This design comes from an exercise in tuning for small area, a short achievable clock period and few clock cycles on the open sky130 flow, not from production work. Where RTL was checked, it was by simulation tests only, not by an equivalence proof against the original. Function not checked in runs 1 and 2: the RTL went through the layout flow alone.

### config.mk
export PLATFORM = sky130hd
export DESIGN_NAME = FFT16_stream
export DESIGN_NICKNAME = FFT16_stream
export VERILOG_FILES = /design/flow/design.v
export SDC_FILE = /design/flow/constraint.sdc
export NUM_CORES = 8
export LEC_CHECK = 0
export CAP_MARGIN = 5
export CORE_MARGIN = 2
export CORE_UTILIZATION = 70
export CTS_CLUSTER_DIAMETER = 80
export CTS_CLUSTER_SIZE = 25
export PLACE_DENSITY = 0.8
export SETUP_SLACK_MARGIN = 5
export SLEW_MARGIN = 5
### flow/run.sh
#!/bin/bash
# standard flow with a larger setup-slack margin for timing repair
sed 's/SETUP_SLACK_MARGIN=5 /SETUP_SLACK_MARGIN=6.7 /' standard.sh > standard_m.sh
bash standard_m.sh > flow.log 2>&1
### constraint.sdc
create_clock -name core_clock -period 10.0 [get_ports {i_clk}]
set_input_delay 2.0000 -clock core_clock [delete_from_list [all_inputs] [get_ports {i_clk}]]
set_output_delay 2.0000 -clock core_clock [all_outputs]
set_load 0.01 [all_outputs]
### design.v
module addsk #(parameter W = 16, L = 4) (    
	input  [W-1:0] a,
	input  [W-1:0] b,
	input          ci,
	output [W-1:0] s
);
	wire [W-1:0] p = a ^ b;
	wire [W-1:0] g = a & b;
	wire [W-1:0] gg [0:L];
	wire [W-1:0] pp [0:L];
	assign gg[0] = {g[W-1:1], g[0] | (p[0] & ci)};
	assign pp[0] = {p[W-1:1], 1'b0};
	genvar l, i;
	generate for (l = 1; l <= L; l = l + 1) begin : lv
		for (i = 0; i < W; i = i + 1) begin : bt
			if ((i % (1 << l)) >= (1 << (l - 1))) begin : cmb
				localparam integer J = (i / (1 << l)) * (1 << l) + (1 << (l - 1)) - 1;
				assign gg[l][i] = gg[l-1][i] | (pp[l-1][i] & gg[l-1][J]);
				assign pp[l][i] = pp[l-1][i] & pp[l-1][J];
			end else begin : pas
				assign gg[l][i] = gg[l-1][i];
				assign pp[l][i] = pp[l-1][i];
			end
		end
	end endgenerate
	assign s = p ^ {gg[L][W-2:0], ci};
endmodule
module add16 (input [15:0] a, input [15:0] b, input ci, output [15:0] s);
	addsk #(.W(16), .L(4)) u (.a(a), .b(b), .ci(ci), .s(s));
endmodule
module FFT16_stream (
	input             i_clk,
	input             i_rst,
	input             i_valid,
	input      [15:0] i_re,
	input      [15:0] i_im,
	output            o_ready,
	output reg        o_valid,
	output reg [15:0] o_re,
	output reg [15:0] o_im
);
	reg  [2:0] ph;
	reg  [3:0] wcnt;
	reg        rdy_n;    
	wire       rdy = ~rdy_n;
	wire       acc = i_valid & rdy;
	wire [3:0] wcnt_p1 = wcnt + 4'd1;
	wire [2:0] ph_n = ph + 3'd1;
	assign o_ready = rdy;
	always @(posedge i_clk or posedge i_rst) begin
		if (i_rst) begin
			ph   <= 3'd0;
			wcnt <= 4'd0;
			rdy_n <= 1'b0;
		end else begin
			ph   <= ph_n;
			if (acc) wcnt <= wcnt_p1;
			rdy_n <= acc ? (ph_n != wcnt_p1[2:0]) : (ph_n != wcnt[2:0]);
		end
	end
	reg        x_v;
	reg [15:0] x_re, x_im;
	always @(posedge i_clk or posedge i_rst) begin
		if (i_rst) x_v <= 1'b0;
		else       x_v <= acc;
	end
	always @(posedge i_clk) begin
		x_re <= i_re;
		x_im <= i_im;
	end
	wire        s0_v, s0_nr;
	wire [15:0] s0_re, s0_im;
	sdf_stage #(.LD(3), .JOUT(1), .OREG(1)) st0 (.i_clk(i_clk), .i_rst(i_rst), .i_v(x_v), .i_re(x_re), .i_im(x_im),
		.i_nr(1'b0), .o_v(s0_v), .o_re(s0_re), .o_im(s0_im), .o_nr(s0_nr));
	wire        s1_v;
	wire [15:0] s1_re, s1_im;
	sdf_stage #(.LD(2), .JOUT(0), .OREG(1)) st1 (.i_clk(i_clk), .i_rst(i_rst), .i_v(s0_v), .i_re(s0_re), .i_im(s0_im),
		.i_nr(s0_nr), .o_v(s1_v), .o_re(s1_re), .o_im(s1_im), .o_nr());
	wire        t2_v, t2_nr;
	wire [15:0] t2_re, t2_im;
	tw2 u_tw2 (.i_clk(i_clk), .i_rst(i_rst), .i_v(s1_v), .i_re(s1_re), .i_im(s1_im),
		.o_v(t2_v), .o_re(t2_re), .o_im(t2_im), .o_nr(t2_nr));
	wire        s2_v;
	wire [15:0] s2_re, s2_im;
	wire        s2_vn;
	wire [15:0] s2_ren;
	sdf_stage #(.LD(1), .JOUT(0), .OREG(1)) st2 (.i_clk(i_clk), .i_rst(i_rst), .i_v(t2_v), .i_re(t2_re), .i_im(t2_im),
		.i_nr(t2_nr), .o_v(s2_v), .o_re(s2_re), .o_im(s2_im), .o_nr(), .o_vn(s2_vn), .o_ren(s2_ren));
	wire        t3_v, t3_nr;
	wire [15:0] t3_re, t3_im;
	tw3 u_tw3 (.i_clk(i_clk), .i_rst(i_rst), .i_v(s2_v), .i_re(s2_re), .i_im(s2_im),
		.i_vn(s2_vn), .i_ren(s2_ren),
		.o_v(t3_v), .o_re(t3_re), .o_im(t3_im), .o_nr(t3_nr));
	wire        s3_v;
	wire [15:0] s3_re, s3_im;
	sdf_stage #(.LD(0), .JOUT(0), .OREG(0)) st3 (.i_clk(i_clk), .i_rst(i_rst), .i_v(t3_v), .i_re(t3_re), .i_im(t3_im),
		.i_nr(t3_nr), .o_v(s3_v), .o_re(s3_re), .o_im(s3_im), .o_nr());
	wire        r0_v, r1_v;
	wire [15:0] r0_re, r0_im, r1_re, r1_im;
	bit_exchange #(.BI(0), .BJ(3)) ex0 (.i_clk(i_clk), .i_rst(i_rst), .i_v(s3_v), .i_re(s3_re), .i_im(s3_im),
		.o_v(r0_v), .o_re(r0_re), .o_im(r0_im));
	bit_exchange #(.BI(1), .BJ(2)) ex1 (.i_clk(i_clk), .i_rst(i_rst), .i_v(r0_v), .i_re(r0_re), .i_im(r0_im),
		.o_v(r1_v), .o_re(r1_re), .o_im(r1_im));
	always @(posedge i_clk or posedge i_rst) begin
		if (i_rst) o_valid <= 1'b0;
		else       o_valid <= r1_v;
	end
	always @(posedge i_clk) begin
		o_re <= r1_re;
		o_im <= r1_im;
	end
endmodule
module sdf_stage #(parameter LD = 0, JOUT = 0, OREG = 1) (
	input             i_clk,
	input             i_rst,
	input             i_v,
	input      [15:0] i_re,
	input      [15:0] i_im,
	input             i_nr,
	output            o_v,
	output     [15:0] o_re,
	output     [15:0] o_im,
	output            o_nr,
	output            o_vn,
	output     [15:0] o_ren
);
	localparam D = 1 << LD;
	reg  [3:0]  q;
	reg  [LD:0] pend;
	wire comb = i_v & q[LD];
	wire last = comb & (q[LD:0] == {(LD+1){1'b1}});
	wire vn   = comb | (pend != 0);
	reg  [3:0]  oq;      
	always @(posedge i_clk or posedge i_rst) begin
		if (i_rst) begin
			q    <= 4'd0;
			pend <= 0;
			oq   <= 4'd0;
		end else begin
			if (i_v) q <= q + 4'd1;
			if (last) pend <= D;
			else if (pend != 0) pend <= pend - 1'b1;
			if (vn) oq <= oq + 4'd1;
		end
	end
	reg  [15:0] dl_re [0:D-1];
	reg  [15:0] dl_im [0:D-1];
	wire [15:0] x0_re = dl_re[D-1];
	wire [15:0] x0_im = dl_im[D-1];
	wire [15:0] t_re  = i_re & {16{comb}};
	wire [15:0] t_im  = i_im & {16{comb}};
	wire        t_nr  = i_nr & comb;
	wire [15:0] u_re, y1_re, u_im, y1_im;
	add16 a0 (.a(x0_re), .b(t_re),  .ci(t_nr),  .s(u_re));
	add16 a1 (.a(x0_re), .b(~t_re), .ci(~t_nr), .s(y1_re));
	add16 a2 (.a(x0_im), .b(t_im),  .ci(1'b0),  .s(u_im));
	add16 a3 (.a(x0_im), .b(~t_im), .ci(1'b1),  .s(y1_im));
	wire        load  = i_v & ~comb;
	integer j;
	always @(posedge i_clk) begin
		dl_re[0] <= load ? i_re : y1_re;
		dl_im[0] <= load ? i_im : y1_im;
		for (j = 1; j < D; j = j + 1) begin
			dl_re[j] <= dl_re[j-1];
			dl_im[j] <= dl_im[j-1];
		end
	end
	assign o_vn  = vn;
	assign o_ren = u_re;
	generate if (OREG) begin : g_oreg
		reg        r_v, r_nr;
		reg [15:0] r_re, r_im;
		wire       sw = (JOUT != 0) & oq[3] & oq[2];
		always @(posedge i_clk or posedge i_rst) begin
			if (i_rst) r_v <= 1'b0;
			else       r_v <= vn;
		end
		always @(posedge i_clk) begin
			r_re <= sw ? ~u_im : u_re;
			r_im <= sw ? u_re : u_im;
			r_nr <= sw;
		end
		assign o_v = r_v;  assign o_re = r_re;  assign o_im = r_im;  assign o_nr = r_nr;
	end else begin : g_comb
		assign o_v = vn;   assign o_re = u_re;  assign o_im = u_im;  assign o_nr = 1'b0;
	end endgenerate
endmodule
module cmul_p (input [15:0] a, input b5, input id, output [23:0] p, output [17:0] a3);
	wire [23:0] x  = {{8{a[15]}}, a};
	wire [23:0] m1 = id ? 24'd0 : (b5 ? (x << 6) : (x << 4));
	wire [23:0] m2 = (b5 & ~id) ? (x << 3) : 24'd0;
	wire [7:0]  bias = {8{a[15] & ~id}};
	wire [23:0] r0 = {a, bias};
	wire [23:0] cs = r0 ^ ~m1 ^ ~m2;
	wire [23:0] cc = (r0 & ~m1) | (r0 & ~m2) | (~m1 & ~m2);
	addsk #(.W(24), .L(5)) u_p (.a(cs), .b({cc[22:0], 1'b1}), .ci(1'b1), .s(p));
	addsk #(.W(18), .L(5)) u_3 (.a({{2{a[15]}}, a}), .b({a[15], a, 1'b0}), .ci(1'b0), .s(a3));
endmodule
module tw2 (
	input             i_clk,
	input             i_rst,
	input             i_v,
	input      [15:0] i_re,
	input      [15:0] i_im,
	output reg        o_v,
	output reg [15:0] o_re,
	output reg [15:0] o_im,
	output reg        o_nr
);
	reg [3:0] q;
	reg       a_v, b_v;
	always @(posedge i_clk or posedge i_rst) begin
		if (i_rst) begin
			q   <= 4'd0;
			a_v <= 1'b0;
			b_v <= 1'b0;
			o_v <= 1'b0;
		end else begin
			if (i_v) q <= q + 4'd1;
			a_v <= i_v;
			b_v <= a_v;
			o_v <= b_v;
		end
	end
	wire [1:0]  k = q[1] ? {q[2], q[3]} : 2'd0;    
	wire [23:0] rp, ip;
	wire [17:0] r3, i3;
	cmul_p u_rp (.a(i_re), .b5(1'b1), .id(1'b0), .p(rp), .a3(r3));
	cmul_p u_ip (.a(i_im), .b5(1'b1), .id(1'b0), .p(ip), .a3(i3));
	wire        pass = ~k[0];
	reg  [1:0]  a_k, b_k;
	reg  [15:0] a_rp, a_ip;
	reg  [9:0]  a_r3, a_i3;
	reg         a_rb, a_ib;
	always @(posedge i_clk) begin
		a_k  <= k;
		a_rp <= pass ? i_re : rp[23:8];
		a_ip <= pass ? i_im : ip[23:8];
		a_r3 <= pass ? 10'd0 : r3[17:8];
		a_i3 <= pass ? 10'd0 : i3[17:8];
		a_rb <= ~pass & (rp[7:0] < r3[7:0]);
		a_ib <= ~pass & (ip[7:0] < i3[7:0]);
	end
	wire [15:0] mr, mi;
	add16 u_mr (.a(a_rp), .b(~{{6{a_r3[9]}}, a_r3}), .ci(~a_rb), .s(mr));
	add16 u_mi (.a(a_ip), .b(~{{6{a_i3[9]}}, a_i3}), .ci(~a_ib), .s(mi));
	reg  [15:0] b_re, b_im;
	always @(posedge i_clk) begin
		b_k  <= a_k;
		b_re <= mr;
		b_im <= mi;
	end
	wire [15:0] msum, mdif;
	add16 u_ms (.a(b_re), .b(b_im),  .ci(1'b0), .s(msum));
	add16 u_md (.a(b_re), .b(~b_im), .ci(1'b1), .s(mdif));
	always @(posedge i_clk) begin
		case (b_k)
			2'd1: begin o_re <= mdif;  o_im <= msum; o_nr <= 1'b0; end
			2'd2: begin o_re <= ~b_im; o_im <= b_re; o_nr <= 1'b1; end
			2'd3: begin o_re <= ~msum; o_im <= mdif; o_nr <= 1'b1; end
			default: begin o_re <= b_re; o_im <= b_im; o_nr <= 1'b0; end
		endcase
	end
endmodule
module tw3 (
	input             i_clk,
	input             i_rst,
	input             i_v,
	input      [15:0] i_re,
	input      [15:0] i_im,
	input             i_vn,      
	input      [15:0] i_ren,
	output reg        o_v,
	output reg [15:0] o_re,
	output reg [15:0] o_im,
	output reg        o_nr
);
	reg  [3:0] q;
	reg        a_v, b_v, c_v;
	always @(posedge i_clk or posedge i_rst) begin
		if (i_rst) begin
			q   <= 4'd0;
			a_v <= 1'b0;
			b_v <= 1'b0;
			c_v <= 1'b0;
			o_v <= 1'b0;
		end else begin
			if (i_v) q <= q + 4'd1;
			a_v <= i_v;
			b_v <= a_v;
			c_v <= b_v;
			o_v <= c_v;
		end
	end
	wire [3:0] qn  = i_v ? q + 4'd1 : q;
	wire [2:0] kn  = {qn[1], qn[2], qn[3]};
	wire       ntn = i_vn & qn[0] & (kn[1:0] != 2'd0);    
	wire [2:0] k   = {q[1], q[2], q[3]};
	wire       x1  = q[0];
	wire       nt  = i_v & x1 & (k[1:0] != 2'd0);
	reg  [15:0] e_op;
	reg         e_b5;
	always @(posedge i_clk) begin
		e_op <= ntn ? i_ren : i_im;
		e_b5 <= ntn ? (kn[1:0] == 2'd2) : (k[1:0] == 2'd2);
	end
	wire [23:0] ep;
	wire [17:0] e3;
	cmul_p u_p (.a(e_op), .b5(e_b5), .id(1'b0), .p(ep), .a3(e3));
	wire [9:0]  l62 = {2'b0, e3[2:0], 5'd0} + {2'b0, e_op[6:0], 1'b0} + {2'b0, {8{e_op[15]}}};
	reg  [15:0] f_p;
	reg  [14:0] f_3;      
	reg  [8:0]  f_a;      
	reg         f_b;
	reg  [1:0]  f_c;
	always @(posedge i_clk) begin
		f_p <= ep[23:8];
		f_3 <= e3[17:3];
		f_a <= e_op[15:7];
		f_b <= (ep[7:0] < e3[7:0]);
		f_c <= l62[9:8];
	end
	wire [15:0] t_hi = {{6{f_3[14]}}, f_3[14:5]};      
	wire [15:0] t_62 = {f_3[14], f_3};                  
	wire [15:0] a_62 = {{7{f_a[8]}}, f_a};              
	reg  [15:0] g_a, g_b;
	wire [15:0] qa, qb;
	wire [15:0] bs = t_62 ^ a_62 ^ {14'd0, f_c};
	wire [15:0] bc = (t_62 & a_62) | (t_62 & {14'd0, f_c}) | (a_62 & {14'd0, f_c});
	addsk #(.W(16), .L(4)) u_qb (.a(bs), .b({bc[14:0], 1'b0}), .ci(1'b0), .s(qb));
	add16 u_qa (.a(f_p), .b(~t_hi), .ci(~f_b), .s(qa));
	always @(posedge i_clk) begin
		g_a <= qa;
		g_b <= qb;
	end
	reg  [15:0] p1_re, p1_im, p2_re, p2_im;
	reg  [2:0]  a_k, b_k;
	reg         a_nt, b_nt, a_x1, b_x1;
	always @(posedge i_clk) begin
		p1_re <= i_re;  p1_im <= i_im;
		p2_re <= p1_re; p2_im <= p1_im;
		a_k <= k;   a_nt <= nt;   a_x1 <= x1;
		b_k <= a_k; b_nt <= a_nt; b_x1 <= a_x1;
	end
	reg         xs, ys, swp, nr;
	always @(*) begin
		case (b_k)
			3'd1: begin xs = 1; ys = 0; swp = 0; nr = 0; end
			3'd2: begin xs = 1; ys = 0; swp = 0; nr = 0; end
			3'd3: begin xs = 0; ys = 1; swp = 1; nr = 0; end
			3'd4: begin xs = 0; ys = 0; swp = 1; nr = 1; end
			3'd5: begin xs = 1; ys = 0; swp = 1; nr = 1; end
			3'd6: begin xs = 0; ys = 1; swp = 0; nr = 1; end
			3'd7: begin xs = 0; ys = 1; swp = 0; nr = 1; end
			default: begin xs = 0; ys = 0; swp = 0; nr = 0; end
		endcase
	end
	wire        b5   = (b_k[1:0] == 2'd2);
	wire        sw   = b_x1 & swp;
	wire        ng   = b_x1 & nr;
	wire [15:0] yb   = b5 ? g_a : g_b;           
	wire [15:0] pa_r = b_nt ? (sw ? yb : g_a) : (sw ? p2_im : p2_re);
	wire [15:0] pa_i = b_nt ? (sw ? g_a : yb) : (sw ? p2_re : p2_im);
	reg  [15:0] h_re, h_im;
	reg         h_selr, h_seli, h_zr, h_zi, h_cr, h_ci, ng_d;
	always @(posedge i_clk) begin
		h_re   <= pa_r ^ {16{ng}};
		h_im   <= pa_i;
		h_selr <= sw | b5;            
		h_seli <= ~sw | b5;           
		h_zr   <= ~b_nt;
		h_zi   <= ~b_nt;
		h_cr   <= (b_nt & (sw ? ys : xs)) ^ ng;
		h_ci   <= b_nt & (sw ? xs : ys);
		ng_d   <= ng;
	end
	wire [15:0] br = (h_selr ? g_a : g_b) & {16{~h_zr}};
	wire [15:0] bi = (h_seli ? g_a : g_b) & {16{~h_zi}};
	wire [15:0] sr, si;
	add16 u_sr (.a(h_re), .b(br ^ {16{h_cr}}), .ci(h_cr), .s(sr));
	add16 u_si (.a(h_im), .b(bi ^ {16{h_ci}}), .ci(h_ci), .s(si));
	always @(posedge i_clk) begin
		o_re <= sr;
		o_im <= si;
		o_nr <= ng_d;
	end
endmodule
module bit_exchange #(parameter BI = 0, BJ = 3) (
	input             i_clk,
	input             i_rst,
	input             i_v,
	input      [15:0] i_re,
	input      [15:0] i_im,
	output            o_v,
	output     [15:0] o_re,
	output     [15:0] o_im
);
	localparam L = (1 << BJ) - (1 << BI);
	reg [3:0] q;
	reg [L-1:0] vd;
	always @(posedge i_clk or posedge i_rst) begin
		if (i_rst) begin
			q  <= 4'd0;
			vd <= 0;
		end else begin
			if (i_v) q <= q + 4'd1;
			vd <= (L == 1) ? i_v : {vd, i_v};
		end
	end
	wire s = i_v & q[BJ] & ~q[BI];
	reg  [15:0] b_re [0:L-1];
	reg  [15:0] b_im [0:L-1];
	integer j;
	always @(posedge i_clk) begin
		b_re[0] <= s ? b_re[L-1] : i_re;
		b_im[0] <= s ? b_im[L-1] : i_im;
		for (j = 1; j < L; j = j + 1) begin
			b_re[j] <= b_re[j-1];
			b_im[j] <= b_im[j-1];
		end
	end
	assign o_re = s ? i_re : b_re[L-1];
	assign o_im = s ? i_im : b_im[L-1];
	assign o_v  = vd[L-1];
endmodule
### standard.sh
#!/bin/bash
# synth_recipe.tcl (not shown) runs the flow's synth.tcl, then flattens the netlist and writes it again
# the make line also repeats each setting of config.mk as NAME=value (left out here)
make -C /OpenROAD-flow-scripts/flow DESIGN_CONFIG=/design/flow/config.mk WORK_HOME=/design/flow/orfs CLKGATE_MAP_FILE= SYNTH_SCRIPT=/design/flow/synth_recipe.tcl "${@:-finish}"
==> results.ini, run 1 <==
[run_status]
status=finished clean

[synth]
synth_edf_count=0
avgSynthCellArea_sq_um=10.6
netlist_area_sq_um=55600
ys_warn_count=24
synth_cell_types=79
ys_seq_elements=1355
synth_flop_cell=dfxtp_1
ys_seq_area_share_pct=49.4
syn_inst=5253
async_reset_ff_share_pct=4.94

[timing]
final-hold-violation-count=0
setup_ws_ps=6470
rsz0062_at_grt=true
fmax_mhz=283
tightest_slew_ps=1300
relSlewSlack_pct=13.5
min_period_ps=3530
setup_viol=0
period_share_pct=35.3
finalMaxSlewViolations=0
skew_ps=35.6
tns_ps=0

[worst_setup_path]
cp_max_fo=6
r2r-end=u_tw3.f_p[15]
slowest_delay_ps=560
worstPathArrival_ps=4060
cp-end-kind=flip-flop
cp_top_family=compound AO/OA/AOI/OAI gates
slowest_stage=fa_1
critPathBufInv=2
crit_chain=and2_4 > fa_1 > inv_1 > ha_1 > o21a_1 > o21a_4 > o2111ai_4 > a21boi_2 > a221o_2 > a221o_1 > o41ai_4 > buf_4 > a211oi_2
crit_path_start_kind=flip-flop
critPathKind=flip-flop to flip-flop
cp_data_required_time_ps=10520
rr_worst_depth=13
path_depth=13
rrSetupSlack_ps=6470
r2r_start=u_tw3.e_b5

[floorplanning]
die-area_sq_um=81700
core_sq_um=78900
start_util_pct=70.5
rows=103
ios=69
die-height_microns=286
die_w_microns=286

[cells_and_area]
layout.area.seq_sq_um=27500
synthToLayoutAreaGrowth_pct=9.46
multi_input_area_sq_um=26600
fin_nets=6065
drive_above_1_share_pct=9.04
nFillCells=5098
diodes=0

[clocking]
cts_buffers=66
cts_root_buffer=clkbuf_16
clkLatencyLatePin_ps=660
cts_buffer_depth=3
clk_pin_slew_ps=100
clock-sinks=1355
cts.htree.levels=3
cts_tree=yes

[grt]
grt-ovfl-total=0
antenna_found_initial=7
grtUsageTotal_pct=27.4
grt_pass1_vias=34750
grt_max_degree=94
grt_pass1_wl_microns=179000

[placement]
gp_congestion=0.865
place_ws_ps=5910
hpwlAfterDp_microns=81800
port_buffers=68

[routing]
remaining_drc_errors=0
drt_iter0_drc=2201
antenna_left=0
dr.pass1.iters=5
num_vias=35310
wire_per_inst_microns=17.7
finalWirelength_microns=114000
viasPerCell=5.49

[min_path]
hold_start=st2.dl_re[0][0]
min_path_cells=0
hold_end=st2.dl_re[1][0]
hold_path.class=flip-flop to flip-flop

[job]
maxCapViolCount=0

## synthesized netlist by cell type (7+ instances only)
cell type	number	area, sq um
a21o_1	51	383
o211ai_1	12	90.1
or2_2	22	138
and4_1	7	61.3
xnor2_1	243	2130
o21ai_0	185	926
nor2_1	426	1600
mux4_2	16	360
inv_1	480	1800
and3_1	39	244
nor3_1	85	425
dfrtp_1	67	1680
a21boi_0	13	97.6
buf_1	17	63.8
a21oi_1	327	1640
xor2_1	152	1330
buf_2	7	35.0
o21bai_1	50	375
ha_1	510	6380
nand2_1	379	1420
a211oi_1	24	180
o41ai_1	7	61.3
nand3_1	50	250
mux2_2	55	619
o31ai_1	20	150
mux2i_1	105	1050
a31oi_1	23	144
a2111oi_0	7	61.3
dfxtp_1	1288	25800
nand2b_1	30	188
clkbuf_1	127	477
o21a_1	49	368
and2_1	29	181
or3_1	24	150
fa_1	176	3520
nor2b_1	47	294
## sequential cells by signal, summed over array words and instances (netlist names), 32 cells and up
register   count
ex0.b_im     112
st2.dl_re     32
ex1.b_im      32
st1.dl_im     64
ex1.b_re      32
st0.dl_im    128
st1.dl_re     64
st0.dl_re    128
ex0.b_re     112
st2.dl_im     32
## layout by cell type, fill, tap and decap left out, types with 22 or more instances in the layout
master | synthesis | layout
o21ai_0 | 185 | 171
nand2_1 | 379 | 369
a21o_1 | 51 | 51
and2_1 | 29 | 23
fa_1 | 176 | 167
xor2_1 | 152 | 147
inv_1 | 480 | 472
clkdlybuf4s50_1 | 0 | 34
mux2i_1 | 105 | 104
o21a_1 | 49 | 49
a21oi_1 | 327 | 310
nor3_1 | 85 | 83
xnor2_1 | 243 | 236
nand2b_1 | 30 | 29
and3_1 | 39 | 37
nor2_1 | 426 | 419
dfxtp_1 | 1288 | 1252
clkbuf_16 | 0 | 66
dfxtp_2 | 0 | 23
ha_1 | 510 | 506
o21bai_1 | 50 | 40
buf_4 | 0 | 84
dfrtp_1 | 67 | 59
or2_2 | 22 | 22
mux2_2 | 55 | 49
or3_1 | 24 | 23
nor2b_1 | 47 | 44
nand3_1 | 50 | 50
## per-layer routing
metal	track usage, %	up-vias	wire length [microns]
met4	7.45	0	2840
met3	4.30	198	6150
met2	43.6	785	51800
met1	39.2	16946	53200
met5	0	-	0
li1	-	17381	-
## what timing repair did
action / in CTS / in global routing
pin swaps: 31 / 65
setup endpoints to repair: 213 / 141
hold buffers: 0 / 0
setup buffers: 47 / 33
gates cloned: 3 / 0
resized for setup: 166 / 138
## stage by stage
step                      instances  hold WS [ps]  util, %  area, sq um
final                          6429           305     77.2        60900
after global routing           6429           315     77.2        60900
after CTS                      6396           303     76.2        60100
after detailed placement       6243           312     72.6        57300
after global placement         6243           310     72.6        57300
after floorplan                5255           310        -        55800
## cell type report
type                            instances  area share [%]
Clock buffer                           89            2.89
Clock inverter                         14           0.428
Inverter                              481            2.99
Multi-Input combinational cell       3269            43.7
Sequential cell                      1355            45.3
Tap cell                             1050            2.16
Timing Repair Buffer                  171            2.57
## how the worst max path moves through the flow
stage,end,from,slack (ps)
2_1_floorplan,u_tw3.f_p[14],u_tw3.e_b5,6450
3_3_place_gp,u_tw3.e_op[15],st2.q[1],6040
3_5_place_dp,u_tw3.e_op[15],st2.q[1],5910
4_1_cts,u_tw3.f_p[14],u_tw3.e_b5,6350
5_1_grt,u_tw3.f_p[14],u_tw3.e_b5,6330
6_report,u_tw3.f_p[15],u_tw3.e_b5,6470
## logic make-up after synthesis
group	after synthesis	synth area share [%]
adder cells (fa/ha/maj)	686	17.8
AND/OR/NAND/NOR	1171	9.36
buffers and inverters	632	4.28
XOR/XNOR	395	6.22
other	1	0.00675
multiplexers	176	3.65
flip-flops	1355	49.4
AO/OA/AOI/OAI	837	9.27
==> inputs of run 2 (changes only) <==
==> config.mk (replaced) <==
export PLATFORM = sky130hd
export DESIGN_NAME = FFT16_stream
export DESIGN_NICKNAME = FFT16_stream
export VERILOG_FILES = /design/flow/design.v
export SDC_FILE = /design/flow/constraint.sdc
export NUM_CORES = 8
export LEC_CHECK = 0
export CAP_MARGIN = 20
export CORE_MARGIN = 2
export CORE_UTILIZATION = 70
export CTS_CLUSTER_DIAMETER = 70
export CTS_CLUSTER_SIZE = 30
export PLACE_DENSITY = 0.8
export SETUP_SLACK_MARGIN = 5
export SLEW_MARGIN = 20
==> results.ini, run 2 <==
[timing]
min_period_ps=3560
tns_ps=0
tightest_slew_ps=1100
finalMaxSlewViolations=0
setup_viol=0
final-hold-violation-count=0
period_share_pct=35.6
fmax_mhz=281
skew_ps=51.2
rsz0062_at_grt=true
holdWs_ps=308
relSlewSlack_pct=26.5

[grt]
grt_pass1_vias=34517
antenna_found_initial=7
grt_pass1_wl_microns=179000
grtUsageTotal_pct=27.1
grt_max_degree=94
grt-ovfl-total=0

[synth]
avgSynthCellArea_sq_um=10.6
syn_inst=5253
netlist_area_sq_um=55600
synth_common_cells=dfxtp_1, ha_1, inv_1, nor2_1, nand2_1
ys_seq_area_share_pct=49.4
synth_flop_cell=dfxtp_1
synth_edf_count=0
synth_cell_types=79
synth.most_common_cell=dfxtp_1
ys_warn_count=24
async_reset_ff_share_pct=4.94
synth_top_area_share_pct=46.4
synthTopCellsByArea=dfxtp_1, ha_1, fa_1, xnor2_1, inv_1
ys_seq_elements=1355
synth_top_area_cell=dfxtp_1

[clocking]
cts_tree=yes
clkLatencyLatePin_ps=690
cts_root_buffer=clkbuf_16
cts_buffers=58
clock-sinks=1355
cts.htree.levels=2
clk_pin_slew_ps=110
cts_buffer_depth=3
hold_buffers=0

[worst_setup_path]
startpoint=u_tw3.e_op[0]
worstPathArrival_ps=4100
cp_data_required_time_ps=10540
cp-end-kind=flip-flop
crit_path_start_kind=flip-flop
critPathKind=flip-flop to flip-flop
cp_max_fo=3
r2r_start=u_tw3.e_op[0]

[routing]
num_vias=35324
dr.pass1.iters=5
viasPerCell=5.49
drt_iter0_drc=2219
finalWirelength_microns=113000
wire_per_inst_microns=17.6
antenna_left=0
remaining_drc_errors=0

[cells_and_area]
diodes=0
fin_nets=6068
layout_common_cells=dfxtp_1, ha_1, inv_1, nor2_1, nand2_1
synthToLayoutAreaGrowth_pct=9.67
nFillCells=5103
mostFrequentLayoutCell=dfxtp_1
utilization_pct=77.3
stdcell_area_sq_um=61000
top_regs=st0.dl_im x128, st0.dl_re x128
drive_above_1_share_pct=9.96

[placement]
gp_congestion=0.865
dpl_cell_area_sq_um=57300
hpwlAfterDp_microns=81800
port_buffers=68

[floorplanning]
die-height_microns=286
die-area_sq_um=81700
rows=103
ios=69
core_sq_um=78900
start_util_pct=70.5
die_w_microns=286

[min_path]
hold_start=st1.dl_re[1][12]
hold_path.class=flip-flop to flip-flop

[job]
maxCapViolCount=0

[run_status]
status=finished clean

[run 2: cell counts after synthesis]
No cell type changed its count.
[run 2: critical path: stages (launching register included)]
cell	delay [ps]
dfxtp_4	370
nor2b_4	120
fa_1	560
inv_1	60
ha_1	300
o21a_1	200
o21a_4	210
o2111ai_4	190
a21boi_2	100
a221o_2	370
a221o_1	380
o41ai_4	310
buf_4	200
a211oi_2	60
[run 2: final cells by class]
type                            count  area [sq um]  area share, %
Inverter                          481          1840           3.01
Sequential cell                  1355         27600           45.2
Timing Repair Buffer              182          1650           2.71
Tap cell                         1050          1310           2.15
Clock inverter                     23           380          0.624
Multi-Input combinational cell   3269         26700           43.8
Clock buffer                       71          1510           2.48
[run 2: per-stage QoR]
| stage | instances | setup slack (ps) |
|---|---|---|
| 6_report | 6431 | 6440 |
| 5_1_grt | 6431 | 6310 |
| 4_1_cts | 6392 | 6360 |
| 3_5_place_dp | 6243 | 5910 |
| 3_3_place_gp | 6243 | 6040 |
| 2_1_floorplan | 5255 | 6450 |
[run 2: worst paths after layout]
path                                    endpoint  slack (ps)  depth (start not counted)
worst max-delay path               u_tw3.f_p[15]        6440                         13
worst min-delay path            st1.dl_re[2][12]         310                          0
worst max register to register     u_tw3.f_p[15]        6440                         13
worst min register to register  st1.dl_re[2][12]         310                          0
max in group asynchronous              u_tw3.o_v        7530                          3
min in group asynchronous                  ph[2]        1830                          3
[run 2: repair_timing]
item                       in CTS  in global routing
gates cloned                    3                  0
setup endpoints to repair     216                147
pin swaps                      37                 75
buffers inserted               52                 39
gates resized for setup       218                156
[run 2: cell families (layout without fill, tap and decap cells)]
group	after synthesis	in the layout	share of synthesized area (%)
flip-flops	1355	1355	49.4
AND/OR/NAND/NOR	1171	1172	9.36
AO/OA/AOI/OAI	837	837	9.27
adder cells (fa/ha/maj)	686	686	17.8
buffers and inverters	632	757	4.28
XOR/XNOR	395	395	6.22
multiplexers	176	176	3.65
other	1	3	0.00675
[run 2: per-layer routing]
layer | part of all wire [%] | wire [microns] | track usage (%)
met4 | 2.0 | 2270 | 6.19
met5 | 0.0062 | 7 | 0
met3 | 4.8 | 5450 | 2.80
met2 | 46 | 51700 | 43.7
met1 | 47 | 53700 | 39.8
==> inputs of run 3 (changes only) <==
--- a/design.v
+++ b/design.v
@@ -304,21 +304,30 @@
 		e_op <= ntn ? i_ren : i_im;
 		e_b5 <= ntn ? (kn[1:0] == 2'd2) : (k[1:0] == 2'd2);
 	end
-	wire [23:0] ep;
+	wire [23:0] ex  = {{8{e_op[15]}}, e_op};
+	wire [23:0] nm1 = ~(e_b5 ? (ex << 6) : (ex << 4));
+	wire [23:0] nm2 = ~(e_b5 ? (ex << 3) : 24'd0);
+	wire [9:0]  pl  = {2'b0, {8{e_op[15]}}} + {2'b0, nm1[7:0]} + {2'b0, nm2[7:0]} + 10'd2;
+	wire [15:0] hs  = e_op ^ nm1[23:8] ^ nm2[23:8];
+	wire [15:0] hc  = (e_op & nm1[23:8]) | (e_op & nm2[23:8]) | (nm1[23:8] & nm2[23:8]);
+	wire [15:0] eh;
+	addsk #(.W(16), .L(4)) u_h (.a(hs), .b({hc[14:0], 1'b0}), .ci(1'b0), .s(eh));
 	wire [17:0] e3;
-	cmul_p u_p (.a(e_op), .b5(e_b5), .id(1'b0), .p(ep), .a3(e3));
+	addsk #(.W(18), .L(5)) u_3 (.a({{2{e_op[15]}}, e_op}), .b({e_op[15], e_op, 1'b0}), .ci(1'b0), .s(e3));
+	wire        eb  = (pl[7:0] < e3[7:0]);
+	wire [1:0]  ecc = pl[9:8] + 2'd1 - {1'b0, eb};
 	wire [9:0]  l62 = {2'b0, e3[2:0], 5'd0} + {2'b0, e_op[6:0], 1'b0} + {2'b0, {8{e_op[15]}}};
-	reg  [15:0] f_p;
+	reg  [15:0] f_h;
 	reg  [14:0] f_3;      
 	reg  [8:0]  f_a;      
-	reg         f_b;
+	reg  [1:0]  f_cc;
 	reg  [1:0]  f_c;
 	always @(posedge i_clk) begin
-		f_p <= ep[23:8];
-		f_3 <= e3[17:3];
-		f_a <= e_op[15:7];
-		f_b <= (ep[7:0] < e3[7:0]);
-		f_c <= l62[9:8];
+		f_h  <= eh;
+		f_3  <= e3[17:3];
+		f_a  <= e_op[15:7];
+		f_cc <= ecc;
+		f_c  <= l62[9:8];
 	end
 	wire [15:0] t_hi = {{6{f_3[14]}}, f_3[14:5]};      
 	wire [15:0] t_62 = {f_3[14], f_3};                  
@@ -328,7 +337,10 @@
 	wire [15:0] bs = t_62 ^ a_62 ^ {14'd0, f_c};
 	wire [15:0] bc = (t_62 & a_62) | (t_62 & {14'd0, f_c}) | (a_62 & {14'd0, f_c});
 	addsk #(.W(16), .L(4)) u_qb (.a(bs), .b({bc[14:0], 1'b0}), .ci(1'b0), .s(qb));
-	add16 u_qa (.a(f_p), .b(~t_hi), .ci(~f_b), .s(qa));
+	wire [15:0] t_n = ~t_hi;
+	wire [15:0] as = f_h ^ t_n ^ {14'd0, f_cc};
+	wire [15:0] ac = (f_h & t_n) | (f_h & {14'd0, f_cc}) | (t_n & {14'd0, f_cc});
+	addsk #(.W(16), .L(4)) u_qa (.a(as), .b({ac[14:0], 1'b0}), .ci(1'b0), .s(qa));
 	always @(posedge i_clk) begin
 		g_a <= qa;
 		g_b <= qb;
--- a/config.mk
+++ b/config.mk
@@ -8,8 +8,9 @@
 export CAP_MARGIN = 20
 export CORE_MARGIN = 2
 export CORE_UTILIZATION = 70
-export CTS_CLUSTER_DIAMETER = 70
-export CTS_CLUSTER_SIZE = 30
+export CTS_CLUSTER_DIAMETER = 80
+export CTS_CLUSTER_SIZE = 25
 export PLACE_DENSITY = 0.8
 export SETUP_SLACK_MARGIN = 5
 export SLEW_MARGIN = 20
+export TNS_END_PERCENT = 0
==> results.ini, run 3 <==
[run_status]
status=finished clean

[clocking]
clk_pin_slew_ps=100
clock-sinks=1356
clkLatencyLatePin_ps=660
cts_buffers=66
cts.htree.levels=3
cts_root_buffer=clkbuf_16
hold_buffers=0
cts_buffer_depth=3
cts_tree=yes

[timing]
setup_ws_ps=6430
fmax_mhz=280
finalMaxSlewViolations=0
setup_viol=0
min_period_ps=3570
rsz0062_at_grt=true
relSlewSlack_pct=28.2
skew_ps=28.5
tns_ps=0
period_share_pct=35.7
tightest_slew_ps=1080
final-hold-violation-count=0

[synth]
synth_top_area_cell=dfxtp_1
synth.area.mux_share_pct=3.40
syn_inst=5278
synth_common_cells=dfxtp_1, ha_1, inv_1, nor2_1, nand2_1
ys_seq_elements=1356
synth_compound_area_share_pct=9.31
async_reset_ff_share_pct=4.94
ys_seq_area_share_pct=49.2
synth.most_common_cell=dfxtp_1
synth_edf_count=0
synth-simple-area-share_pct=9.16
synthAdderAreaFrac_pct=18.2
synth_top_family_by_area=adder cells
avgSynthCellArea_sq_um=10.6
synth_flop_cell=dfxtp_1
synth_top_area_share_pct=46.2
synth_cell_types=82
synthTopCellsByArea=dfxtp_1, ha_1, fa_1, xnor2_1, inv_1
synth_xor_area_share_pct=6.49
ys_warn_count=24
netlist_area_sq_um=55900

[grt]
grt_pass1_wl_microns=176000
grt_max_degree=84
antenna_found_initial=10
grtUsageTotal_pct=26.7
grt-ovfl-total=0
grt_pass1_vias=34288

[worst_setup_path]
startpoint=o_im[4]
cp_max_fo=1
cp_data_required_time_ps=8000
slowest_delay_ps=560
cp_top_family=buffers and inverters
crit_chain=clkdlybuf4s50_1
crit_path_start_kind=flip-flop
rrSetupSlack_ps=6500
worstPathArrival_ps=1570
slowest_stage=clkdlybuf4s50_1
r2r_start=st2.q[1]
critPathBufInv=1
critPathKind=flip-flop to output pin
cp-end-kind=output pin

[placement]
gp_congestion=0.878
dpl_cell_area_sq_um=57500
place_ws_ps=5970
port_buffers=68
hpwlAfterDp_microns=81200
dpl.cell_count=6272

[cells_and_area]
instances_no_fill=6400
nFillCells=5313
fin_nets=6062
drive_above_1_share_pct=6.02
top_regs=st0.dl_im x128, st0.dl_re x128
mostFrequentLayoutCell=dfxtp_1
layout_common_cells=dfxtp_1, ha_1, inv_1, nor2_1, nand2_1
synthToLayoutAreaGrowth_pct=7.45
stdcell_area_sq_um=60000

[floorplanning]
ios=69
die-height_microns=287
rows=103
die-area_sq_um=82100
start_util_pct=70.7
core_sq_um=79000
die_w_microns=287

[min_path]
hold_start=st1.dl_re[0][5]
hold_path.class=flip-flop to flip-flop

[routing]
drt_iter0_drc=2097
antenna_left=0
finalWirelength_microns=110000
num_vias=35124
remaining_drc_errors=0
wire_per_inst_microns=17.2
viasPerCell=5.49
dr.pass1.iters=5

[job]
maxCapViolCount=0

==> run 3: cell types whose count changed after synthesis, sizes merged, moves of 7 or more <==
cell	change
clkbuf	-14
a31oi	-9
nor3	-8
a21o	-11
nand3	-10
a2111oi	-7
xor2	+23
buf	+7
ha	+28
a21oi	+33
mux2	-11
nand2b	+15
==> run 3: logic make-up (layout without fill, tap and decap cells) <==
group	Yosys count	in the layout
flops	1356	1356
simple gates	1158	1158
compound gates	849	849
fa+ha+maj	710	710
buf+inv	626	696
xor+xnor	414	414
mux	164	164
other cells	1	3
==> run 3: per-layer routing <==
layer  wire length (microns)  GRT usage (%)
met1                   53000           40.1
met2                   49100           41.3
met3                    5400           2.72
met4                    2490           6.99
met5                       0              0
==> run 3: per-stage QoR <==
step	hold WS [ps]	utilization (%)
after floorplan	310	-
after global placement	310	72.8
after detailed placement	312	72.8
after CTS	312	75.4
after global routing	321	76.0
final	308	76.0
==> run 3: path summary, 6_finish.rpt <==
| path | end | cells after the start |
|---|---|---|
| max reg2reg | u_tw3.e_op[14] | 15 |
| min in group asynchronous | st0.q[3] | 3 |
| min reg2reg | st1.dl_re[1][5] | 0 |
| max in group asynchronous | x_v | 3 |
| min | st1.dl_re[1][5] | 0 |
| max | o_im[4] | 1 |
==> run 3: what timing repair did <==
item / CTS / global route
buffers inserted: 4 / 21
pin swaps: 4 / 22
resized for setup: 45 / 68
gates cloned: 0 / 2
setup endpoints to repair: 224 / 264
==> run 3: area by class of cell <==
cell class | count | area (sq um) | share of cell area [%]
repair buffers | 114 | 1100 | 1.83
diodes | 1 | 2.50 | 0.00417
clock buffers | 85 | 1750 | 2.92
well taps | 1050 | 1310 | 2.19
flip-flops and latches | 1356 | 27500 | 45.9
inverters | 482 | 1820 | 3.04
clock inverters | 15 | 230 | 0.384
multi-input cells | 3297 | 26300 | 43.8
Testbench counts of run 3, summed over its fixed seeds: cycles 3,360.
==> inputs of run 4 (changes only) <==
--- a/config.mk
+++ b/config.mk
@@ -13,4 +13,3 @@
 export PLACE_DENSITY = 0.8
 export SETUP_SLACK_MARGIN = 5
 export SLEW_MARGIN = 20
-export TNS_END_PERCENT = 0
==> results.ini, run 4 <==
[run_status]
status=finished clean

[job]
maxCapViolCount=0

[timing]
rsz0062_at_grt=true
fmax_mhz=306
final-hold-violation-count=0
tns_ps=0
finalMaxSlewViolations=0
skew_ps=27.9
relSlewSlack_pct=28.4
tightest_slew_ps=1070
min_period_ps=3270
period_share_pct=32.7
setup_viol=0

[clocking]
clkLatencyLatePin_ps=650
clk_pin_slew_ps=100
cts_buffers=66
clock-sinks=1356
cts_root_buffer=clkbuf_16
cts.htree.levels=3
cts_tree=yes
cts_buffer_depth=3

[worst_setup_path]
cp_max_fo=1
slowest_delay_ps=390
critPathKind=flip-flop to output pin
crit_chain=clkdlybuf4s15_2
crit_path_start_kind=flip-flop
worstPathArrival_ps=1270
cp_data_required_time_ps=8000
critPathBufInv=1
slowest_stage=dfxtp_4
cp-end-kind=output pin
cp_top_family=flip-flops

[floorplanning]
die-area_sq_um=82100
rows=103
die_w_microns=287
ios=69
core_sq_um=79000
die-height_microns=287
start_util_pct=70.7

[grt]
grt_max_degree=83
grt_pass1_wl_microns=178000
grt_pass1_vias=34868
antenna_found_initial=4
grtUsageTotal_pct=27.1
grt-ovfl-total=0

[routing]
finalWirelength_microns=112000
wire_per_inst_microns=17.5
dr.pass1.iters=5
num_vias=35248
viasPerCell=5.47
remaining_drc_errors=0
drt_iter0_drc=2175
antenna_left=0

[synth]
synth_cell_types=82
ys_seq_elements=1356
synth_edf_count=0
ys_seq_area_share_pct=49.2
avgSynthCellArea_sq_um=10.6
syn_inst=5278
synth_top_area_share_pct=46.2
synth.most_common_cell=dfxtp_1
async_reset_ff_share_pct=4.94
synth_common_cells=dfxtp_1, ha_1, inv_1, nor2_1, nand2_1
ys_warn_count=24
netlist_area_sq_um=55900
synthTopCellsByArea=dfxtp_1, ha_1, fa_1, xnor2_1, inv_1
synth_top_area_cell=dfxtp_1
synth_flop_cell=dfxtp_1

[cells_and_area]
top_regs=st0.dl_im x128, st0.dl_re x128
mostFrequentLayoutCell=dfxtp_1
synthToLayoutAreaGrowth_pct=9.11
fin_nets=6102
nFillCells=5031
layout_common_cells=dfxtp_1, ha_1, inv_1, nor2_1, nand2_1
drive_above_1_share_pct=9.12

[placement]
hpwlAfterDp_microns=81500
port_buffers=68
gp_congestion=0.883

[min_path]
hold_path.class=flip-flop to flip-flop

## run 4: cell type report
cell class	count	area [sq um]	share of cell area, %
diodes	1	2.50	0.00411
clock buffers	88	1780	2.91
clock inverters	15	209	0.343
inverters	482	1830	3.00
multi-input cells	3299	26900	44.1
flip-flops and latches	1356	27600	45.2
well taps	1050	1310	2.16
repair buffers	151	1360	2.23
repair inverters	1	7.51	0.0123
## run 4: logic make-up after synthesis
group	after synthesis	share of synthesized area [%]
DFF	1356	49.2
AOI/OAI and AO/OA	849	9.31
xor gates and xnor gates	414	6.49
buffers and inverters	626	4.23
and+or+nand+nor	1158	9.16
other	1	0.00671
muxes	164	3.40
adders and majority gates	710	18.2
## run 4: path summary, 6_finish.rpt
check,start,endpoint,slack [ps],depth (start not counted)
setup / recovery,o_im[5],o_im[5],6730,1
hold / removal,st2.dl_re[0][6],st2.dl_re[1][6],320,0
setup reg to reg,x_v,st0.g_oreg.r_re[8],6750,12
hold reg to reg,st2.dl_re[0][6],st2.dl_re[1][6],320,0
max in group asynchronous,i_rst,u_tw3.o_v,7510,3
min in group asynchronous,i_rst,st0.q[3],1960,3
## run 4: stage by stage
step / std cells / cell area (sq um) / hold slack [ps] / setup slack (ps) / util, %
after floorplan: 5279 / 56000 / 310 / 6700 / -
after global placement: 6269 / 57500 / 309 / 6210 / 72.8
after detailed placement: 6269 / 57500 / 312 / 6030 / 72.8
after CTS: 6412 / 60100 / 318 / 6660 / 76.0
after global routing: 6442 / 61000 / 320 / 6620 / 77.2
final: 6443 / 61000 / 318 / 6730 / 77.2
## run 4: what timing repair did
action / in CTS / in global routing
buffers inserted: 37 / 28
hold buffers: 0 / 0
pin swaps: 18 / 74
resized for setup: 156 / 164
gates cloned: 3 / 2
setup endpoints to repair: 193 / 136
## run 4: per-layer routing
metal	vias up	track usage, %	wire length [microns]
met5	-	0	13
met4	2	7.57	3060
met3	190	4.80	5480
met2	653	42.8	51000
met1	16991	38.6	53000
li1	17412	-	-
==> inputs of run 5 (changes only) <==
--- a/config.mk
+++ b/config.mk
@@ -13,3 +13,4 @@
 export PLACE_DENSITY = 0.8
 export SETUP_SLACK_MARGIN = 5
 export SLEW_MARGIN = 20
+export TNS_END_PERCENT = 30
==> results.ini, run 5 <==
[routing]
dr.pass1.iters=5
drt_iter0_drc=2338
viasPerCell=5.49
num_vias=35398
wire_per_inst_microns=17.4
finalWirelength_microns=112000
remaining_drc_errors=0
antenna_left=0

[worst_setup_path]
rr_worst_depth=11
r2r_start=x_v
slowest_delay_ps=530
cp-end-kind=output pin
critPathKind=flip-flop to output pin
crit_chain=clkdlybuf4s50_1
cp_top_family=buffers and inverters
cp_max_fo=1
worstPathArrival_ps=1480
cp_data_required_time_ps=8000
r2r-end=st0.g_oreg.r_im[8]
rrSetupSlack_ps=6630
slowest_stage=clkdlybuf4s50_1
crit_path_start_kind=flip-flop
critPathBufInv=1

[floorplanning]
rows=103
die-height_microns=287
die-area_sq_um=82100
ios=69
die_w_microns=287
core_sq_um=79000
start_util_pct=70.7

[cells_and_area]
top_regs=st0.dl_im x128, st0.dl_re x128
drive_above_1_share_pct=7.88
mostFrequentLayoutCell=dfxtp_1
fin_nets=6103
layout_common_cells=dfxtp_1, ha_1, inv_1, nor2_1, nand2_1
synthToLayoutAreaGrowth_pct=8.66

[synth]
synth_top_area_share_pct=46.2
synth_cell_types=82
synth_edf_count=0
async_reset_ff_share_pct=4.94
ys_seq_area_share_pct=49.2
synth_common_cells=dfxtp_1, ha_1, inv_1, nor2_1, nand2_1
ys_seq_elements=1356
synth_top_area_cell=dfxtp_1
synthTopCellsByArea=dfxtp_1, ha_1, fa_1, xnor2_1, inv_1
ys_warn_count=24
syn_inst=5278
synth_flop_cell=dfxtp_1
avgSynthCellArea_sq_um=10.6
netlist_area_sq_um=55900
synth.most_common_cell=dfxtp_1

[clocking]
cts_buffers=66
cts_buffer_depth=3
hold_buffers=0
clock-sinks=1356
clk_pin_slew_ps=100
cts.htree.levels=3
cts_tree=yes
cts_root_buffer=clkbuf_16
clkLatencyLatePin_ps=660

[timing]
period_share_pct=34.8
finalMaxSlewViolations=0
rsz0062_at_grt=true
relSlewSlack_pct=28.7
skew_ps=29.2
min_period_ps=3480
tns_ps=0
final-hold-violation-count=0
tightest_slew_ps=1070
setup_viol=0
fmax_mhz=287

[grt]
grt_pass1_vias=34597
grtUsageTotal_pct=27.0
grt-ovfl-total=0
grt_max_degree=84
antenna_found_initial=6
grt_pass1_wl_microns=178000

[min_path]
min_path_cells=0
hold_start=st1.dl_re[0][5]
hold_end=st1.dl_re[1][5]
hold_path.class=flip-flop to flip-flop

[run_status]
status=finished clean

[job]
maxCapViolCount=0

[placement]
gp_congestion=0.878
port_buffers=68
hpwlAfterDp_microns=81200

run 5: changes by cell type in the layout (fill, tap and decap cells not counted), sizes merged, moves of 4 or more:
cell,previous run,this run
clkbuf,91,86
clkdlybuf4s15,11,6
dlygate4sd2,19,0
inv,480,484
dlymetal6s2s,0,22
run 5: cells by family after synthesis:
kind of cell | count (synthesis) | share of synthesized area [%]
xor+xnor | 414 | 6.49
flops | 1356 | 49.2
simple gates | 1158 | 9.16
other cells | 1 | 0.00671
buf+inv | 626 | 4.23
mux | 164 | 3.40
compound gates | 849 | 9.31
fa+ha+maj | 710 | 18.2
run 5: cell type report:
class                      instances  area, sq um
clock buffer                      85         1750
clock inverter                    15          230
antenna                            2         5.00
sequential                      1356        27600
multi-input combinational       3298        26500
inverter                         482         1830
timing repair buffer             154         1520
fill                            5172        18300
tap                             1050         1310
run 5: repair_timing:
| action | 4_1_cts | 5_1_grt |
|---|---|---|
| setup buffers | 28 | 35 |
| pin swaps | 31 | 26 |
| gates cloned | 3 | 1 |
| gates resized for setup | 133 | 116 |
| endpoints found under the setup margin | 224 | 198 |
run 5: worst max path at each step:
stage | slack [ps] | from | to | depth (start not counted)
3_3_place_gp | 6070 | u_tw3.e_b5 | u_tw3.f_h[15] | 13
4_1_cts | 6410 | o_im[4] | o_im[4] | 1
5_1_grt | 6460 | st2.q[1] | st2.dl_im[0][15] | 13
2_1_floorplan | 6340 | u_tw2.o_v | u_tw3.e_op[9] | 16
3_5_place_dp | 5970 | u_tw3.e_b5 | u_tw3.f_h[15] | 13
6_report | 6520 | o_im[7] | o_im[7] | 1
run 5: routing by layer:
metal / track usage, % / up-vias / part of all wire, %
met5: 0 / - / 0
li1: - / 17426 / -
met2: 42.2 / 738 / 45
met1: 40.5 / 17066 / 48
met4: 7.00 / 0 / 2.3
met3: 2.70 / 168 / 4.4
run 5: metrics by stage:
step	utilization [%]	setup slack (ps)	hold WS, ps	std cells	instance area, sq um
finish	76.8	6520	307	6442	60700
detailed placement	72.8	5970	312	6272	57500
CTS	76.1	6410	312	6403	60100
global route	76.8	6460	321	6440	60700
global placement	72.8	6070	310	6272	57500
floorplan	-	6340	310	5279	55900
==> inputs of run 6 (changes only) <==
--- a/design.v
+++ b/design.v
@@ -227,19 +227,14 @@
 	wire [17:0] r3, i3;
 	cmul_p u_rp (.a(i_re), .b5(1'b1), .id(1'b0), .p(rp), .a3(r3));
 	cmul_p u_ip (.a(i_im), .b5(1'b1), .id(1'b0), .p(ip), .a3(i3));
-	wire        pass = ~k[0];
 	reg  [1:0]  a_k, b_k;
-	reg  [15:0] a_rp, a_ip;
+	reg  [15:0] a_rp, a_ip, a_re, a_im;
 	reg  [9:0]  a_r3, a_i3;
 	reg         a_rb, a_ib;
 	always @(posedge i_clk) begin
 		a_k  <= k;
-		a_rp <= pass ? i_re : rp[23:8];
-		a_ip <= pass ? i_im : ip[23:8];
-		a_r3 <= pass ? 10'd0 : r3[17:8];
-		a_i3 <= pass ? 10'd0 : i3[17:8];
-		a_rb <= ~pass & (rp[7:0] < r3[7:0]);
-		a_ib <= ~pass & (ip[7:0] < i3[7:0]);
+		a_rp <= rp[23:8];  a_r3 <= r3[17:8];  a_rb <= (rp[7:0] < r3[7:0]);  a_re <= i_re;
+		a_ip <= ip[23:8];  a_i3 <= i3[17:8];  a_ib <= (ip[7:0] < i3[7:0]);  a_im <= i_im;
 	end
 	wire [15:0] mr, mi;
 	add16 u_mr (.a(a_rp), .b(~{{6{a_r3[9]}}, a_r3}), .ci(~a_rb), .s(mr));
@@ -247,8 +242,8 @@
 	reg  [15:0] b_re, b_im;
 	always @(posedge i_clk) begin
 		b_k  <= a_k;
-		b_re <= mr;
-		b_im <= mi;
+		b_re <= a_k[0] ? mr : a_re;
+		b_im <= a_k[0] ? mi : a_im;
 	end
 	wire [15:0] msum, mdif;
 	add16 u_ms (.a(b_re), .b(b_im),  .ci(1'b0), .s(msum));
--- a/config.mk
+++ b/config.mk
@@ -13,4 +13,3 @@
 export PLACE_DENSITY = 0.8
 export SETUP_SLACK_MARGIN = 5
 export SLEW_MARGIN = 20
-export TNS_END_PERCENT = 30
==> results.ini, run 6 <==
[timing]
min_period_ps=3290
holdWs_ps=303
tightest_slew_ps=1100
setup_viol=0
rsz0062_at_grt=true
final-hold-violation-count=0
relSlewSlack_pct=26.4
finalMaxSlewViolations=0
period_share_pct=32.9
skew_ps=32.0
tns_ps=0
fmax_mhz=304

[cells_and_area]
drive_above_1_share_pct=8.36
synthToLayoutAreaGrowth_pct=8.80
utilization_pct=76.8
mostFrequentLayoutCell=dfxtp_1
top_regs=st0.dl_im x128, st0.dl_re x128
layout_common_cells=dfxtp_1, ha_1, inv_1, nor2_1, nand2_1
stdcell_area_sq_um=61700
fin_nets=6119

[synth]
synth_top_area_share_pct=46.6
synth_common_cells=dfxtp_1, ha_1, inv_1, nor2_1, nand2_1
async_reset_ff_share_pct=4.83
synth_cell_types=81
netlist_area_sq_um=56700
ys_seq_elements=1386
synth_edf_count=0
ys_warn_count=24
avgSynthCellArea_sq_um=10.7
ys_seq_area_share_pct=49.5
syn_inst=5281
synthTopCellsByArea=dfxtp_1, ha_1, fa_1, xnor2_1, inv_1
synth_top_area_cell=dfxtp_1
synth.most_common_cell=dfxtp_1
synth_flop_cell=dfxtp_1

[floorplanning]
ios=69
core_sq_um=80300
start_util_pct=70.6
die-area_sq_um=83300
die_w_microns=289
die-height_microns=289
rows=104

[placement]
gp_congestion=0.886
dpl_cell_area_sq_um=58400
hpwlAfterDp_microns=84100
port_buffers=68

[worst_setup_path]
cp-end-kind=output pin
critPathKind=flip-flop to output pin
crit_chain=clkdlybuf4s15_1
cp_data_required_time_ps=8000
slowest_delay_ps=390
slowest_stage=dfxtp_1
cp_top_family=flip-flops
crit_path_start_kind=flip-flop
worstPathArrival_ps=1290
critPathBufInv=1
cp_max_fo=1

[routing]
remaining_drc_errors=0
num_vias=35995
viasPerCell=5.56
drt_iter0_drc=2329
wire_per_inst_microns=17.9
dr.pass1.iters=5
antenna_left=0
finalWirelength_microns=116000

[clocking]
cts.htree.levels=3
cts_root_buffer=clkbuf_16
hold_buffers=0
clkLatencyLatePin_ps=660
clk_pin_slew_ps=100
cts_buffers=68
clock-sinks=1386
cts_tree=yes
cts_buffer_depth=3

[grt]
grt-ovfl-total=0
grt_pass1_wl_microns=182000
grtUsageTotal_pct=27.5
antenna_found_initial=12
grt_max_degree=88
grt_pass1_vias=35378

[job]
maxCapViolCount=0

[min_path]
hold_path.class=flip-flop to flip-flop

[run_status]
status=finished clean

[run 6: routing by layer]
metal | track usage (%) | up-vias | wire length, microns
met4 | 6.22 | 6 | 2100
met2 | 42.3 | 783 | 51800
met5 | 0 | - | 40
li1 | - | 17613 | -
met1 | 41.1 | 17422 | 55600
met3 | 4.01 | 171 | 6410
[run 6: path summary, 6_finish.rpt]
path                                     startpoint               end  slack (ps)  depth (start not counted)
worst max-delay path                        o_im[0]           o_im[0]        6710                          1
worst min-delay path               st0.dl_re[5][12]  st0.dl_re[6][12]         300                          0
worst max register to register  st1.g_oreg.r_re[15]     u_tw2.a_rp[9]        6760                         11
worst min register to register     st0.dl_re[5][12]  st0.dl_re[6][12]         300                          0
max in group asynchronous                     i_rst               x_v        7080                          3
min in group asynchronous                     i_rst           o_valid        1690                          2
[run 6: final cells by class]
class	count	area, sq um
sequential	1386	28200
multi-input combinational	3298	27000
fill	5210	18600
clock buffer	87	1770
inverter	463	1760
timing repair buffer	157	1410
tap	1060	1330
clock inverter	17	251
antenna	2	5.00
[run 6: metrics by stage]
step | worst slack, ps | std cells
after floorplan | 6680 | 5282
after global placement | 6210 | 6293
after detailed placement | 6100 | 6293
after CTS | 6680 | 6427
after global routing | 6600 | 6468
final | 6710 | 6470
[run 6: what timing repair did]
item / 4_1_cts / 5_1_grt
buffers inserted: 28 / 40
cloned: 2 / 1
gates resized for setup: 141 / 110
setup endpoints to repair: 189 / 116
pin swaps: 14 / 37
[run 6: kinds of logic (layout without fill, tap and decap cells)]
logic type               after synthesis  after routing  synth area share [%]
flip-flops                          1386           1386                  49.5
AND/OR/NAND/NOR                     1146           1148                  9.11
AO/OA/AOI/OAI                        854            854                  9.35
adder cells (fa/ha/maj)              710            710                  18.0
buffers and inverters                600            724                  3.98
XOR/XNOR                             387            387                  5.98
multiplexers                         197            197                  4.08
other                                  1              4               0.00662
Testbench counts of run 6, summed over its fixed seeds: cycles 3,360.
==> inputs of run 7 (changes only) <==
==> flow/run.sh (replaced) <==
#!/bin/bash
# standard flow; timing repair aims at a larger setup-slack margin, and the
# port buffers are plain buffers
sed 's/SETUP_SLACK_MARGIN=5 /SETUP_SLACK_MARGIN=6.7 BUFFER_PORTS_ARGS="-buffer_cell sky130_fd_sc_hd__buf_2" /' standard.sh > standard_m.sh
bash standard_m.sh > flow.log 2>&1
==> results.ini, run 7 <==
[run_status]
status=finished clean

[cells_and_area]
layout_common_cells=dfxtp_1, ha_1, inv_1, nor2_1, nand2_1
synthToLayoutAreaGrowth_pct=8.95
nFillCells=5089
mostFrequentLayoutCell=dfxtp_1
utilization_pct=76.9
drive_above_1_share_pct=10.1
instances_no_fill=6501
top_regs=st0.dl_im x128, st0.dl_re x128
fin_nets=6147

[timing]
fmax_mhz=305
skew_ps=32.2
tightest_slew_ps=1120
finalMaxSlewViolations=0
final-hold-violation-count=0
setup_viol=0
relSlewSlack_pct=25.2
tns_ps=0
period_share_pct=32.8
rsz0062_at_grt=true
min_period_ps=3280

[routing]
remaining_drc_errors=0
dr.pass1.iters=6
finalWirelength_microns=116000
drt_iter0_drc=2342
num_vias=36046
wire_per_inst_microns=17.8
viasPerCell=5.54
antenna_left=0

[synth]
avgSynthCellArea_sq_um=10.7
syn_inst=5281
synth_common_cells=dfxtp_1, ha_1, inv_1, nor2_1, nand2_1
synth_top_area_cell=dfxtp_1
synth.most_common_cell=dfxtp_1
synth_edf_count=0
ys_warn_count=24
ys_seq_area_share_pct=49.5
synth_cell_types=81
ys_seq_elements=1386
synth_top_area_share_pct=46.6
netlist_area_sq_um=56700
synth_flop_cell=dfxtp_1
synthTopCellsByArea=dfxtp_1, ha_1, fa_1, xnor2_1, inv_1
async_reset_ff_share_pct=4.83

[floorplanning]
die-height_microns=289
ios=69
start_util_pct=70.6
rows=104
core_sq_um=80300
die_w_microns=289
die-area_sq_um=83300

[worst_setup_path]
crit_path_start_kind=flip-flop
cp_max_fo=15
worstPathArrival_ps=3750
critPathKind=flip-flop to flip-flop
cp-end-kind=flip-flop
slowest_delay_ps=520
crit_chain=and2_4 > buf_12 > nand2_1 > ha_1 > nand2b_1 > a21oi_2 > o21ba_2 > o211ai_1 > buf_4 > a2111o_1 > a31oi_4 > xor2_1 > mux2i_1
slowest_stage=a2111o_1
critPathBufInv=2
cp_top_family=compound AO/OA/AOI/OAI gates
rr_worst_depth=13
cp_data_required_time_ps=10470
path_depth=13

[clocking]
clock-sinks=1386
cts.htree.levels=3
cts_root_buffer=clkbuf_16
clk_pin_slew_ps=100
hold_buffers=0
cts_tree=yes
cts_buffers=69
cts_buffer_depth=3
clkLatencyLatePin_ps=660

[min_path]
min_path_cells=0
hold_path.class=flip-flop to flip-flop

[placement]
gp_congestion=0.891
dpl.cell_count=6294
port_buffers=68
hpwlAfterDp_microns=83000

[grt]
grt_max_degree=88
grt_pass1_vias=35145
grt-ovfl-total=0
grtUsageTotal_pct=27.3
antenna_found_initial=6
grt_pass1_wl_microns=181000

[job]
maxCapViolCount=0

run 7: worst paths after layout:
kind	from	end	slack [ps]
worst max register to register	st0.q[3]	st0.g_oreg.r_im[15]	6720
worst min-delay path	st2.g_oreg.r_re[6]	u_tw3.p1_re[6]	310
worst max-delay path	st0.q[3]	st0.g_oreg.r_im[15]	6720
max in group asynchronous	i_rst	st1.q[2]	7390
worst min register to register	st2.g_oreg.r_re[6]	u_tw3.p1_re[6]	310
min in group asynchronous	i_rst	st2.pend[1]	1350
run 7: cell type report:
| type | instances | area, sq um | share of cell area (%) |
|---|---|---|---|
| flip-flops and latches | 1386 | 28200 | 45.6 |
| multi-input cells | 3297 | 27000 | 43.8 |
| clock buffers | 91 | 1850 | 3.00 |
| inverters | 463 | 1760 | 2.85 |
| repair buffers | 185 | 1380 | 2.23 |
| well taps | 1060 | 1330 | 2.15 |
| clock inverters | 17 | 240 | 0.389 |
| diodes | 2 | 5.00 | 0.00810 |
run 7: per-layer routing:
metal	track usage (%)	up-vias	wire length [microns]
met3	2.88	138	5880
li1	-	17672	-
met4	5.95	2	1920
met5	0	-	13
met2	42.9	750	52100
met1	41.0	17484	55900
run 7: cells by family after synthesis:
group | count (synthesis) | share of synthesized area [%]
flip-flops | 1386 | 49.5
AND/OR/NAND/NOR | 1146 | 9.11
AO/OA/AOI/OAI | 854 | 9.35
adder cells (fa/ha/maj) | 710 | 18.0
buffers and inverters | 600 | 3.98
XOR/XNOR | 387 | 5.98
multiplexers | 197 | 4.08
other | 1 | 0.00662
run 7: metrics by stage:
| step | worst slack, ps | area [sq um] | hold slack, ps |
|---|---|---|---|
| finish | 6720 | 61800 | 308 |
| detailed placement | 6140 | 58100 | 312 |
| floorplan | 6680 | 56800 | 310 |
| global route | 6560 | 61700 | 312 |
| global placement | 6310 | 58100 | 310 |
| CTS | 6690 | 60800 | 301 |
run 7: what timing repair did:
item / in CTS / in global routing
setup buffers: 36 / 55
pin swaps: 19 / 60
endpoints found under the setup margin: 153 / 112
gates resized for setup: 85 / 116
cloned: 3 / 3

-- port drivers added, routing unchanged --
In the flow no input, the clock included, has a driving cell. The finished layouts below were timed again as built, in two steps. Step 1 (the two cells are an assumption about what drives the block):
set clk [get_ports {i_clk}]
set_driving_cell -lib_cell sky130_fd_sc_hd__clkbuf_16 $clk
set_driving_cell -lib_cell sky130_fd_sc_hd__buf_2 [delete_from_list [all_inputs] $clk]
Step 2 moves the port delays by t, midway between the first and last clock arrival at a register: inputs arrive t later, outputs are due t later. That takes back most of the time a late clock gives input paths. Three values: ideal, step 1, step 2; two values: the first two.
run | t (ns) | setup WS [ns] | hold WS [ns] | worst register clock-pin slew, ns
run 1 | 0.705 | 6.469 / 6.469 / 6.453 | 0.305 / 0.305 / 0.305 | 0.10 / 0.10
run 2 | 0.740 | 6.440 / 6.440 / 6.440 | 0.308 / 0.308 / 0.308 | 0.11 / 0.11
run 3 | 0.708 | 6.431 / 6.363 / 6.359 | 0.308 / 0.308 / 0.308 | 0.10 / 0.10
run 4 | 0.712 | 6.730 / 6.660 / 6.315 | 0.318 / 0.318 / 0.318 | 0.10 / 0.10
run 5 | 0.707 | 6.518 / 6.452 / 6.360 | 0.307 / 0.307 / 0.307 | 0.10 / 0.10
run 6 | 0.711 | 6.708 / 6.638 / 6.292 | 0.303 / 0.303 / 0.303 | 0.11 / 0.11
run 7 | 0.710 | 6.718 / 6.658 / 6.344 | 0.308 / 0.308 / 0.308 | 0.10 / 0.10
After both steps setup and hold are still met in every run listed. The setup slack of run 6, which loses most, moves by -0.070 ns with the drivers and by -0.416 ns with both steps.
